Source: an optimization exercise on an open RTL-to-GDS flow (aim: small area). Production flows keep margins and buffers that such runs may drop. At most, simulation tests tie the RTL to the original design; equivalence was not proved.

==> inputs of v26 <==
==> flow/design.v <==
`timescale 1ns / 1ps
module game(
	input clk,
	input [7:0] sw,
	input btnR,
	output [3:0] an,
	output reg [6:0] seg,
	output reg [6:0] timer_seg,
	output timer_anode
);
	reg [3:0] l;
	reg [8:0] h;
	reg T;
	reg [1:0] k;
	reg [2:0] tt;    
	reg [3:0] tu;    
	reg [7:0] ctr;
	reg [7:0] N;
	reg E;
	reg [3:0] S;
	wire l0 = (l == 4'd0);
	wire l9 = l[3] & l[0];                                
	wire wrap = h[8] & h[7] & h[6] & h[5] & h[4] & h[2];   
	wire dtick = l0 & (T == h[0]);
	wire ttick = wrap & ~T;
	wire G = (tt == 3'd0) & (tu == 4'd0);
	wire [7:0] ctr_n = btnR ? 8'd0 : ctr + 8'd1;
	always @(posedge clk) begin
		ctr <= ctr_n;
		if (E | btnR) N <= ctr_n;
		E <= ~btnR & (sw == N);
	end
	always @(posedge clk) begin
		if (btnR) begin
			l <= 0; h <= 0; T <= 0; k <= 0; tt <= 3'd4; tu <= 4'd0;
			S <= 0;
		end else begin
			if (wrap) begin
				l <= 0; h <= 0; T <= ~T;
			end else if (l9) begin
				l <= 0; h <= h + 9'd1;
			end else
				l <= l + 4'd1;
			if (dtick) k <= k + 2'd1;
			if (ttick && !G) begin
				if (tu == 4'd0) begin
					tu <= 4'd9; tt <= tt - 3'd1;
				end else
					tu <= tu - 4'd1;
			end
			if (!G && E) S <= S + 4'd1;
		end
	end
	assign an = ~(4'b1000 >> k);
	assign timer_anode = k[0];
	wire [7:0] M = N[7] ? (~N + 8'd1) : N;
	function [3:0] a3; input [3:0] x;
		a3 = {x[3] | x[2]&x[1] | x[2]&x[0],
		      x[2]&~x[1]&~x[0] | x[3]&x[0],
		      ~x[2]&x[1] | x[2]&x[1]&x[0] | x[3]&~x[0],
		      ~x[3]&~x[2]&x[0] | x[2]&x[1]&~x[0] | x[3]&~x[0]};
	endfunction
	wire [3:0] s1 = a3({1'b0, M[7:5]});
	wire [3:0] s2 = a3({s1[2:0], M[4]});
	wire [3:0] s3 = a3({s2[2:0], M[3]});
	wire [3:0] s4 = a3({s3[2:0], M[2]});
	wire [3:0] s5 = a3({s4[2:0], M[1]});
	wire [3:0] r2 = a3({1'b0, s1[3], s2[3], s3[3]});
	wire [3:0] r3 = a3({r2[2:0], s4[3]});
	wire hd = r3[3];
	wire [3:0] td = {r3[2:0], s5[3]};
	wire [3:0] ud = {s5[2:0], M[0]};
	reg [3:0] L;
	always @(*) begin
		if (G)
			case (k)
				2'd0: L = 4'd5;
				2'd1: L = 4'd11;
				2'd2: L = S[3] & (S[2] | S[1]) ? 4'd1 : 4'd0;
				default: L = S[3] & (S[2] | S[1]) ? S - 4'd10 : S;
			endcase
		else
			case (k)
				2'd0: L = N[7] ? 4'd15 : 4'd10;
				2'd1: L = {3'b0, hd};
				2'd2: L = td;
				default: L = ud;
			endcase
	end
	always @(*) begin
		case (L)
			4'd0: seg = 7'b0000001;
			4'd1: seg = 7'b1001111;
			4'd2: seg = 7'b0010010;
			4'd3: seg = 7'b0000110;
			4'd4: seg = 7'b1001100;
			4'd5: seg = 7'b0100100;
			4'd6: seg = 7'b0100000;
			4'd7: seg = 7'b0001111;
			4'd8: seg = 7'b0000000;
			4'd9: seg = 7'b0000100;
			4'd10: seg = 7'b1111111;
			4'd11: seg = 7'b1110110;
			4'd12: seg = 7'b1001100;
			4'd13: seg = 7'b0100100;
			4'd14: seg = 7'b1111101;
			4'd15: seg = 7'b1111110;
			default: seg = 7'b1111111;
		endcase
	end
	wire [3:0] TL = k[0] ? tu : {1'b0, tt};
	always @(*) begin
		case (TL)
			4'd0: timer_seg = 7'b0111111;
			4'd1: timer_seg = 7'b0110000;
			4'd2: timer_seg = 7'b1011011;
			4'd3: timer_seg = 7'b1111001;
			4'd4: timer_seg = 7'b1110100;
			4'd5: timer_seg = 7'b1101101;
			4'd6: timer_seg = 7'b1101111;
			4'd7: timer_seg = 7'b0111000;
			4'd8: timer_seg = 7'b1111111;
			4'd9: timer_seg = 7'b1111101;
			default: timer_seg = 7'b0000000;
		endcase
	end
endmodule
==> flow/flow/run.sh <==
#!/bin/bash
# Own layout flow: the standard synthesis, then an area re-mapping of its combinational
# logic (flip-flops untouched), then the standard layout steps with port buffers of the
# smallest buffer cell. Each tool's output goes to a log file in this folder.
set -euo pipefail
R=orfs/results/$FLOW_PLATFORM/game/base
LIB=$FLOW_HOME/platforms/$FLOW_PLATFORM/lib/sky130_fd_sc_hd__tt_025C_1v80.lib
bash standard.sh synth > 1_standard_synth.log 2>&1
cp $R/1_2_yosys.v $R/1_2_yosys_standard.v
sed -e "s|@IN@|$R/1_2_yosys_standard.v|; s|@OUT@|$R/1_2_yosys.v|; s|@ABC@|flow/area.abc|; s|@LIB@|$LIB|g; s|@TOP@|$FLOW_TOP|g" flow/reopt.ys > reopt_run.ys
yosys -s reopt_run.ys > 2_reopt_yosys.log 2>&1
rm -f $R/1_synth.odb
bash standard.sh "BUFFER_PORTS_ARGS=-buffer_cell sky130_fd_sc_hd__buf_1" "CTS_ARGS=-sink_clustering_enable -repair_clock_nets -dont_use_dummy_load -sink_clustering_size 50 -sink_clustering_max_diameter 500 -buf_list sky130_fd_sc_hd__clkbuf_8 -root_buf sky130_fd_sc_hd__clkbuf_8" finish > 3_standard_layout.log 2>&1
==> flow/flow/area.abc <==
strash
balance -l; resub -K 6 -l; rewrite -l; resub -K 6 -N 2 -l; refactor -l; resub -K 8 -l; balance -l; resub -K 8 -N 2 -l; rewrite -l; resub -K 10 -l; rewrite -z -l; resub -K 10 -N 2 -l; balance -l; resub -K 12 -l; refactor -z -l; resub -K 12 -N 2 -l; rewrite -z -l; balance -l
&get -n
&deepsyn -T 60
&put
balance -l; resub -K 6 -l; rewrite -l; resub -K 6 -N 2 -l; refactor -l; resub -K 8 -l; balance -l; resub -K 8 -N 2 -l; rewrite -l; resub -K 10 -l; rewrite -z -l; resub -K 10 -N 2 -l; balance -l; resub -K 12 -l; refactor -z -l; resub -K 12 -N 2 -l; rewrite -z -l; balance -l
dch -f
amap
topo
==> flow/flow/reopt.ys <==
# Re-map the combinational logic of the standard synthesis netlist for area.
# The flip-flops (and their instance names) are kept as they are.
read_liberty -ignore_miss_func @LIB@
read_verilog @IN@
hierarchy -top @TOP@
setattr -mod -set keep_hierarchy 1 sky130_fd_sc_hd__dfxtp_1
flatten
rename -hide w:*.*
opt_clean -purge
opt -fast
abc -script @ABC@ -liberty @LIB@ -dont_use *probe* -dont_use *lpflow* -dont_use *clkdly* -dont_use *dlygate* -dont_use *dlymetal*
opt_clean -purge
hilomap -singleton -hicell sky130_fd_sc_hd__conb_1 HI -locell sky130_fd_sc_hd__conb_1 LO
splitnets
opt_clean -purge
select @TOP@
tee -o reopt_stat.txt stat -liberty @LIB@
write_verilog -noattr -selected @OUT@
==> flow/standard.sh <==
#!/bin/bash
# synth_recipe.tcl (not shown) runs the flow's synth.tcl, then flattens the netlist and writes it again
# the make line also repeats each setting of config.mk as NAME=value (left out here)
make -C /OpenROAD-flow-scripts/flow DESIGN_CONFIG=/design/flow/config.mk WORK_HOME=/design/flow/orfs CLKGATE_MAP_FILE= SYNTH_SCRIPT=/design/flow/synth_recipe.tcl "${@:-finish}"
==> flow/config.mk <==
export PLATFORM = sky130hd
export DESIGN_NAME = game
export DESIGN_NICKNAME = game
export VERILOG_FILES = /design/flow/design.v
export SDC_FILE = /design/flow/constraint.sdc
export NUM_CORES = 4
export LEC_CHECK = 0
export ABC_AREA = 1
export CAP_MARGIN = 20
export CORE_MARGIN = 2
export CORE_UTILIZATION = 65
export SLEW_MARGIN = 20
==> flow/constraint.sdc <==
create_clock -name core_clock -period 20.0 [get_ports {clk}]
set_input_delay 4.0000 -clock core_clock [delete_from_list [all_inputs] [get_ports {clk}]]
set_output_delay 4.0000 -clock core_clock [all_outputs]
set_load 0.01 [all_outputs]
==> v24 (differences from v26) <==
--- a/flow/design.v
+++ b/flow/design.v
@@ -24,16 +24,10 @@
 	wire dtick = l0 & (T == h[0]);
 	wire ttick = wrap & ~T;
 	wire G = (tt == 3'd0) & (tu == 4'd0);
-	wire [7:0] ctr_n = btnR ? 8'd0 : ctr + 8'd1;
-	always @(posedge clk) begin
-		ctr <= ctr_n;
-		if (E | btnR) N <= ctr_n;
-		E <= ~btnR & (sw == N);
-	end
 	always @(posedge clk) begin
 		if (btnR) begin
 			l <= 0; h <= 0; T <= 0; k <= 0; tt <= 3'd4; tu <= 4'd0;
-			S <= 0;
+			ctr <= 0; N <= 0; E <= 0; S <= 0;
 		end else begin
 			if (wrap) begin
 				l <= 0; h <= 0; T <= ~T;
@@ -48,6 +42,9 @@
 				end else
 					tu <= tu - 4'd1;
 			end
+			ctr <= ctr + 8'd1;
+			if (E) N <= ctr + 8'd1;
+			E <= (sw == N);
 			if (!G && E) S <= S + 4'd1;
 		end
 	end
@@ -81,7 +78,7 @@
 			endcase
 		else
 			case (k)
-				2'd0: L = N[7] ? 4'd15 : 4'd10;
+				2'd0: L = N[7] ? 4'd10 : 4'd15;
 				2'd1: L = {3'b0, hd};
 				2'd2: L = td;
 				default: L = ud;
@@ -99,12 +96,8 @@
 			4'd7: seg = 7'b0001111;
 			4'd8: seg = 7'b0000000;
 			4'd9: seg = 7'b0000100;
-			4'd10: seg = 7'b1111111;
+			4'd10: seg = 7'b1111110;
 			4'd11: seg = 7'b1110110;
-			4'd12: seg = 7'b1001100;
-			4'd13: seg = 7'b0100100;
-			4'd14: seg = 7'b1111101;
-			4'd15: seg = 7'b1111110;
 			default: seg = 7'b1111111;
 		endcase
 	end
==> flow/flow/area.abc (replaced) <==
strash
balance -l; resub -K 6 -l; rewrite -l; resub -K 6 -N 2 -l; refactor -l; resub -K 8 -l; balance -l; resub -K 8 -N 2 -l; rewrite -l; resub -K 10 -l; rewrite -z -l; resub -K 10 -N 2 -l; balance -l; resub -K 12 -l; refactor -z -l; resub -K 12 -N 2 -l; rewrite -z -l; balance -l
dch -f
amap
topo
- CORE_UTILIZATION: 65 -> 40
==> results_dict.tcl <==
set metrics [dict create \
    synth_fp_nets 344 \
    critPathSlowestCell "o21ai_0" \
    n_clock_buffer 5 \
    htreeDepth 2 \
    outcome "no timing/DRC/antenna violations" \
    relSlewSlack 0.5469 \
]
the above is filed under v24

==> results_dict.tcl <==
set metrics [dict create \
    outcome "stopped before the end" \
    lastStage "netlist read-in after synthesis" \
    yosys_warnings 1 \
    toolErrorMsg "[ERROR STA-0171] /design/flow/orfs/results/sky130hd/game/base/1_2_yosys.v line 244, syntax error" \
]
the above is filed under v26

Only the layout flow was run in v26; the RTL was not checked for function there.

[re-timing with driven ports]
The flow's constraints put no driver on any port. The routed layout listed below was extracted and timed again, unchanged, in two steps.
Step 1: set_driving_cell puts a clkbuf_16 on clk and a buf_2 on each other input, an assumption about the parent block.
Step 2 times the ports against the registers' clock, not the clock port: input delays grow and output delays shrink by t, the midpoint of the rising clock arrivals with the driver on.
Three values: ideal ports, drivers, drivers and shift; two values: the first two.
run: v24
t (ns): 0.312
setup WS [ns]: 9.649 / 9.622 / 9.934
hold WS [ns]: 0.446 / 0.446 / 0.446
worst slew at a driven data input, ns: 0.03
After both steps setup and hold are still met in v24. The setup slack of v24 moves by -0.027 ns with the drivers and by +0.285 ns with both steps.
